This is an optimization exercise on Yosys and OpenROAD, whose aim is small area and few clock cycles, not a production implementation.
At most, simulation tests tie the RTL to the original design; equivalence was not proved.
No driver is modelled on the clock port, so clock power and skew are understated where the tree is cut down; a real chip needs a root buffer or a tree.

==> inputs of 06-02 <==
==> flow/design.v <==
`timescale 1ns/1ps
module data_pipe_1ton #(
    parameter   DSIZE   = 8,
    parameter   NSIZE   = 8
)(
    input                           clock,
    input                           rst_n,
    input [DSIZE-1:0]               wr_data,
    input                           wr_vld,
    output logic                    wr_ready,
    input                           wr_align_last,
    output logic[DSIZE*NSIZE-1:0]   rd_data,
    output logic                    rd_vld,
    input                           rd_ready
);
localparam CW = (NSIZE <= 2) ? 1 : (NSIZE <= 4) ? 2 : (NSIZE <= 8) ? 3 : (NSIZE <= 16) ? 4 : (NSIZE <= 32) ? 5 : (NSIZE <= 64) ? 6 : (NSIZE <= 128) ? 7 : 8;
logic [CW-1:0]                  cnt;
logic [DSIZE*(NSIZE-1)-1:0]     sr;
logic                           accept;
logic                           last;
assign last     = (cnt == NSIZE-1);
assign wr_ready = !last || rd_ready;
assign accept   = wr_vld && wr_ready;
assign rd_vld   = wr_vld && rd_ready && last;
assign rd_data  = {sr, wr_data};
always @(posedge clock, negedge rst_n) begin
    if (!rst_n)
        cnt <= '0;
    else if (accept) begin
        if (last || wr_align_last) cnt <= '0;
        else                       cnt <= cnt + 1'b1;
    end
end
always @(posedge clock) begin
    if (accept)
        sr <= {sr[DSIZE*(NSIZE-2)-1:0], wr_data};
end
endmodule
==> flow/flow/run.sh <==
#!/bin/bash
# Standard ORFS layout, with smaller port buffers and a lighter clock tree.
cp standard.sh standard_sh_copy.log 2>/dev/null
export BUFFER_PORTS_ARGS="-buffer_cell sky130_fd_sc_hd__buf_1"
export CTS_ARGS="-sink_clustering_enable -repair_clock_nets -dont_use_dummy_load -buf_list sky130_fd_sc_hd__clkbuf_4 -root_buf sky130_fd_sc_hd__clkbuf_4 -sink_clustering_size 20"
bash standard.sh finish > standard.log 2>&1
==> flow/standard.sh <==
#!/bin/bash
# synth_recipe.tcl (not shown) runs the flow's synth.tcl, then flattens the netlist and writes it again
# the make line also repeats each setting of config.mk as NAME=value (left out here)
make -C /OpenROAD-flow-scripts/flow DESIGN_CONFIG=/design/flow/config.mk WORK_HOME=/design/flow/orfs CLKGATE_MAP_FILE= SYNTH_SCRIPT=/design/flow/synth_recipe.tcl "${@:-finish}"
==> flow/config.mk <==
export PLATFORM = sky130hd
export DESIGN_NAME = data_pipe_1ton
export DESIGN_NICKNAME = data_pipe_1ton
export VERILOG_FILES = /design/flow/design.v
export SDC_FILE = /design/flow/constraint.sdc
export NUM_CORES = 4
export LEC_CHECK = 0
export CAP_MARGIN = 20
export CORE_MARGIN = 2
export CORE_UTILIZATION = 70
export PLACE_DENSITY = 0.8
export SLEW_MARGIN = 20
==> flow/constraint.sdc <==
create_clock -name core_clock -period 5.0 [get_ports {clock}]
set_input_delay 1.0000 -clock core_clock [delete_from_list [all_inputs] [get_ports {clock}]]
set_output_delay 1.0000 -clock core_clock [all_outputs]
set_load 0.01 [all_outputs]
==> inputs of 04-17, as changes to 06-02 <==
==> flow/design.v (replaced) <==
`timescale 1ns/1ps
module data_pipe_1ton #(
    parameter   DSIZE   = 8,
    parameter   NSIZE   = 8
)(
    input                           clock,
    input                           rst_n,
    input [DSIZE-1:0]               wr_data,
    input                           wr_vld,
    output logic                    wr_ready,
    input                           wr_align_last,
    output logic[DSIZE*NSIZE-1:0]   rd_data,
    output logic                    rd_vld,
    input                           rd_ready
);
localparam CW = (NSIZE <= 2) ? 1 : (NSIZE <= 4) ? 2 : (NSIZE <= 8) ? 3 : (NSIZE <= 16) ? 4 : (NSIZE <= 32) ? 5 : (NSIZE <= 64) ? 6 : (NSIZE <= 128) ? 7 : 8;
logic [CW-1:0]  cnt;         
logic           word_vld;
logic           accept;
logic           last;
assign last     = (cnt == NSIZE-1);
assign wr_ready = !word_vld || rd_ready;
assign accept   = wr_vld && wr_ready;
assign rd_vld   = word_vld;
always @(posedge clock, negedge rst_n) begin
    if (!rst_n) begin
        cnt      <= '0;
        word_vld <= 1'b0;
    end else begin
        if (accept) begin
            if (last || wr_align_last) cnt <= '0;
            else                       cnt <= cnt + 1'b1;
        end
        if (accept && last)  word_vld <= 1'b1;
        else if (rd_ready)   word_vld <= 1'b0;
    end
end
always @(posedge clock) begin
    if (accept)
        rd_data <= {rd_data[DSIZE*(NSIZE-1)-1:0], wr_data};
end
endmodule
==> flow/flow/run.sh (replaced) <==
#!/bin/bash
# Standard ORFS layout, with the smallest buffer on the ports and a one-level
# clock tree built by flow/pre_cts.tcl in place of ORFS's CTS.
export BUFFER_PORTS_ARGS="-buffer_cell sky130_fd_sc_hd__buf_1"
export PRE_CTS_TCL="$PWD/flow/pre_cts.tcl"
bash standard.sh finish > standard.log 2>&1
==> flow/flow/ctsbuf.tcl (new file) <==
# Clock tree of a few buffers: the flip-flops are split into CTS_NBUF groups by
# position (k-means), and each group gets one clock buffer at its centroid,
# fed straight from the clock port.
proc my_clock_buffers { nbuf cell } {
  set block [ord::get_db_block]
  set dbu [$block getDbUnitsPerMicron]
  set sinks [get_pins -of_objects [get_nets clock] -filter "direction==input"]
  set pts {}
  foreach p $sinks {
    set inst [sta::sta_to_db_inst [$p instance]]
    set bb [$inst getBBox]
    lappend pts [list [get_full_name $p] [expr {([$bb xMin]+[$bb xMax])/2.0/$dbu}] [expr {([$bb yMin]+[$bb yMax])/2.0/$dbu}]]
  }
  # initial centres: spread along x
  set sorted [lsort -real -index 1 $pts]
  set n [llength $sorted]
  set cent {}
  for {set k 0} {$k < $nbuf} {incr k} {
    set e [lindex $sorted [expr {int(($k + 0.5) * $n / $nbuf)}]]
    lappend cent [list [lindex $e 1] [lindex $e 2]]
  }
  for {set it 0} {$it < 20} {incr it} {
    set groups {}
    for {set k 0} {$k < $nbuf} {incr k} { lappend groups {} }
    foreach e $pts {
      set best 0; set bd 1e30
      for {set k 0} {$k < $nbuf} {incr k} {
        set c [lindex $cent $k]
        set d [expr {abs([lindex $e 1]-[lindex $c 0]) + abs([lindex $e 2]-[lindex $c 1])}]
        if {$d < $bd} { set bd $d; set best $k }
      }
      lset groups $best [concat [lindex $groups $best] [list $e]]
    }
    set cent {}
    foreach g $groups {
      set sx 0; set sy 0
      foreach e $g { set sx [expr {$sx + [lindex $e 1]}]; set sy [expr {$sy + [lindex $e 2]}] }
      set m [expr {max(1,[llength $g])}]
      lappend cent [list [expr {$sx/$m}] [expr {$sy/$m}]]
    }
  }
  set k 0
  foreach g $groups c $cent {
    if {[llength $g] == 0} continue
    set pins {}
    foreach e $g { lappend pins [get_pins [lindex $e 0]] }
    puts "clock buffer $k: [llength $g] sinks at $c"
    insert_buffer -buffer_cell $cell -net clock -load_pins $pins -location $c -buffer_name clkbuf_bench_$k -net_name clknet_bench_$k
    incr k
  }
}
==> flow/flow/pre_cts.tcl (new file) <==
# Runs before ORFS's CTS step: builds the clock tree here (one level of
# clock buffers, see ctsbuf.tcl) and turns ORFS's clock_tree_synthesis call
# into a no-op.
source [file join [file dirname [info script]] ctsbuf.tcl]
my_clock_buffers 4 sky130_fd_sc_hd__clkbuf_8
set_propagated_clock [all_clocks]
rename clock_tree_synthesis orfs_clock_tree_synthesis
proc clock_tree_synthesis { args } { puts "clock tree built by pre_cts.tcl" }
--- a/flow/config.mk
+++ b/flow/config.mk
@@ -7,6 +7,6 @@
 export LEC_CHECK = 0
 export CAP_MARGIN = 20
-export CORE_MARGIN = 2
-export CORE_UTILIZATION = 70
+export CORE_AREA = 2 2 60 60
+export DIE_AREA = 0 0 62 62
 export PLACE_DENSITY = 0.8
 export SLEW_MARGIN = 20
==> inputs of 01-01, as changes to 06-02 <==
==> flow/design.v (replaced) <==
`timescale 1ns/1ps
module data_pipe_1ton #(
    parameter   DSIZE   = 8,
    parameter   NSIZE   = 8
)(
    input                           clock,
    input                           rst_n,
    input [DSIZE-1:0]               wr_data,
    input                           wr_vld,
    output logic                    wr_ready,
    input                           wr_align_last,
    output logic[DSIZE*NSIZE-1:0]   rd_data,
    output logic                    rd_vld,
    input                           rd_ready
);
localparam CW = (NSIZE <= 2) ? 1 : (NSIZE <= 4) ? 2 : (NSIZE <= 8) ? 3 : (NSIZE <= 16) ? 4 : (NSIZE <= 32) ? 5 : (NSIZE <= 64) ? 6 : (NSIZE <= 128) ? 7 : 8;
logic [CW-1:0]  cnt;
logic           word_vld;
logic           accept;
logic           last;
assign wr_ready = !word_vld || rd_ready;
assign accept   = wr_vld && wr_ready;
assign last     = (cnt == NSIZE-1);
assign rd_vld   = word_vld;
always @(posedge clock, negedge rst_n) begin
    if (!rst_n) begin
        cnt      <= '0;
        word_vld <= 1'b0;
    end else begin
        if (accept) begin
            if (last || wr_align_last) cnt <= '0;
            else                       cnt <= cnt + 1'b1;
        end
        if (accept && last)  word_vld <= 1'b1;
        else if (rd_ready)   word_vld <= 1'b0;
    end
end
genvar i;
generate
for (i = 0; i < NSIZE; i = i + 1) begin : g_lane
    always @(posedge clock) begin
        if (accept && cnt == i)
            rd_data[DSIZE*(NSIZE-i)-1 -: DSIZE] <= wr_data;
    end
end
endgenerate
endmodule
==> flow/run.sh (new file) <==
#!/bin/bash
# synth_recipe.tcl (not shown) runs the flow's synth.tcl, then flattens the netlist and writes it again
# the make line also repeats each setting of config.mk as NAME=value (left out here)
make -C /OpenROAD-flow-scripts/flow DESIGN_CONFIG=/design/flow/config.mk WORK_HOME=/design/flow/orfs CLKGATE_MAP_FILE= SYNTH_SCRIPT=/design/flow/synth_recipe.tcl finish
--- a/flow/config.mk
+++ b/flow/config.mk
@@ -8,5 +8,5 @@
 export CAP_MARGIN = 20
 export CORE_MARGIN = 2
-export CORE_UTILIZATION = 70
-export PLACE_DENSITY = 0.8
+export CORE_UTILIZATION = 40
+export PLACE_DENSITY = 0.6
 export SLEW_MARGIN = 20
removed: flow/flow/run.sh
removed: flow/standard.sh
==> inputs of 03-10, as changes to 06-02 <==
==> flow/flow/run.sh (replaced) <==
#!/bin/bash
# Standard ORFS layout, with smaller port buffers and a lighter clock tree.
export BUFFER_PORTS_ARGS="-buffer_cell sky130_fd_sc_hd__buf_1"
export CTS_ARGS="-sink_clustering_enable -repair_clock_nets -dont_use_dummy_load -buf_list sky130_fd_sc_hd__clkbuf_4 -root_buf sky130_fd_sc_hd__clkbuf_4 -sink_clustering_size 20"
bash standard.sh finish > standard.log 2>&1
--- a/flow/config.mk
+++ b/flow/config.mk
@@ -7,6 +7,6 @@
 export LEC_CHECK = 0
 export CAP_MARGIN = 20
-export CORE_MARGIN = 2
-export CORE_UTILIZATION = 70
+export CORE_AREA = 2 2 60 60
+export DIE_AREA = 0 0 62 62
 export PLACE_DENSITY = 0.8
 export SLEW_MARGIN = 20
==> flow_summary.toml <==
[die]
die_h_um = 62
core_um2 = 3280

[synthesis]
syn_avg_cell_area_um2 = 24.8
synth-seq-cells = 59

[timing]
holdWs_ns = 0.441
fin_ws_ns = 2.46

[pwr]
worst_ir_drop_vdd_mv = 0.248
p_sw_share_pct = 21.0
power.share.combinational_pct = 6.7
p_per_area_nw_per_um2 = 379

[setup_path]
cp-startpoint = "cnt[0]$_DFFE_PN0P_"
start_kind = "register"

[routing]
wl_met1_mm = 1.05
route.met2.wl_mm = 1.37

[status]
status = "timing/DRC/antenna clean"
the above is filed under 03-10

==> flow_summary.toml <==
[routing]
route.met2.wl_mm = 2.41
wl_met1_mm = 1.87

[status]
status = "timing/DRC/antenna clean"

[synthesis]
synth-seq-cells = 68
syn_avg_cell_area_um2 = 23.0

[setup_path]
cp-startpoint = "rd_ready"
crit_chain = "clkdlybuf4s50_1, nand2b_4, clkdlybuf4s50_1"
start_kind = "input pin"

[pwr]
power.share.combinational_pct = 7.2
worst_ir_drop_vdd_mv = 0.236

[timing]
fin_crit_ns = 3.14
holdWs_ns = 0.570
fin_ws_ns = 1.86

[die]
die_h_um = 79.1
core_um2 = 5470

[final_layout]
final_cell_mix = "clkdlybuf4s50_1, edfxtp_1, clkbuf_8"
the above is filed under 01-01

==> flow_summary.toml <==
[synthesis]
synth-seq-cells = 68

[setup_path]
start_kind = "input pin"

[timing]
fin_ws_ns = 2.61
holdWs_ns = 0.452

[pwr]
power.share.combinational_pct = 7.2
p_sw_share_pct = 18.8

[die]
core_um2 = 3280

[status]
status = "timing/DRC/antenna clean"

[routing]
route.met2.wl_mm = 1.47
the above is filed under 04-17

==> flow_summary.toml <==
[timing]
holdWs_ns = 0.445
fin_ws_ns = 2.45

[final_layout]
stdcell_count = 186

[place]
gp_congestion = 0.647

[pwr]
power.share.combinational_pct = 7.0
p_per_area_nw_per_um2 = 388
p_leak_nw = 0.775
p_sw_share_pct = 22.2
worst_ir_drop_vdd_mv = 0.304

[synthesis]
synth_top_area_share_pct = 87.9
syn_avg_cell_area_um2 = 24.8
synth-seq-cells = 59

[die]
die_h_um = 56.3
core_um2 = 2520

[routing]
route.met2.wl_mm = 1.83

[status]
status = "timing/DRC/antenna clean"
the above is filed under 06-02

Testbench counts of 06-02, summed over its fixed seeds: cycles 25,600.
Testbench counts of 01-01, summed over its fixed seeds: cycles 25,608.
Testbench counts of 03-10, summed over its fixed seeds: cycles 25,600.
No functional check of the RTL was part of 04-17. In 04-17 the design's own scripts or RTL, not TritonCTS, make the clock network.

## afterwards: timing with drivers on the ports
How much do the figures lean on ideal ports? The routed layouts below were timed once more, with nothing changed but the port constraints. Step 1 (the two cells are an assumption about what drives the block):
set clk [get_ports {clock}]
set_driving_cell -lib_cell sky130_fd_sc_hd__clkbuf_16 $clk
set_driving_cell -lib_cell sky130_fd_sc_hd__buf_2 [delete_from_list [all_inputs] $clk]
Step 2 adds t to the input delays and takes it off the output delays; t is the mean of the earliest and latest rising clock arrival at the registers after step 1. Input paths then give back, and output paths get back, about the clock's delay inside the block. Slacks: no drivers / after step 1 / after step 2; pairs: no drivers / after step 1.
| run | shift t [ns] | slack for setup (ns) | worst hold slack (ns) | latest minus earliest clock arrival (ns) | worst register clock-pin slew, ns |
|---|---|---|---|---|---|
| 06-02 | 0.378 | 2.446 / 2.426 / 2.394 | 0.445 / 0.449 / 0.449 | 0.022 / 0.022 | 0.09 / 0.09 |
| 04-17 | 0.194 | 2.607 / 2.553 / 2.553 | 0.452 / 0.452 / 0.452 | 0.013 / 0.013 | 0.10 / 0.10 |
| 01-01 | 0.349 | 1.856 / 1.829 / 1.829 | 0.570 / 0.570 / 0.570 | 0.006 / 0.006 | 0.07 / 0.07 |
| 03-10 | 0.369 | 2.459 / 2.436 / 2.394 | 0.441 / 0.441 / 0.441 | 0.019 / 0.019 | 0.08 / 0.08 |
After both steps setup and hold are still met in every run listed. The setup slack of 03-10, which loses most, moves by -0.023 ns with the drivers and by -0.065 ns with both steps.
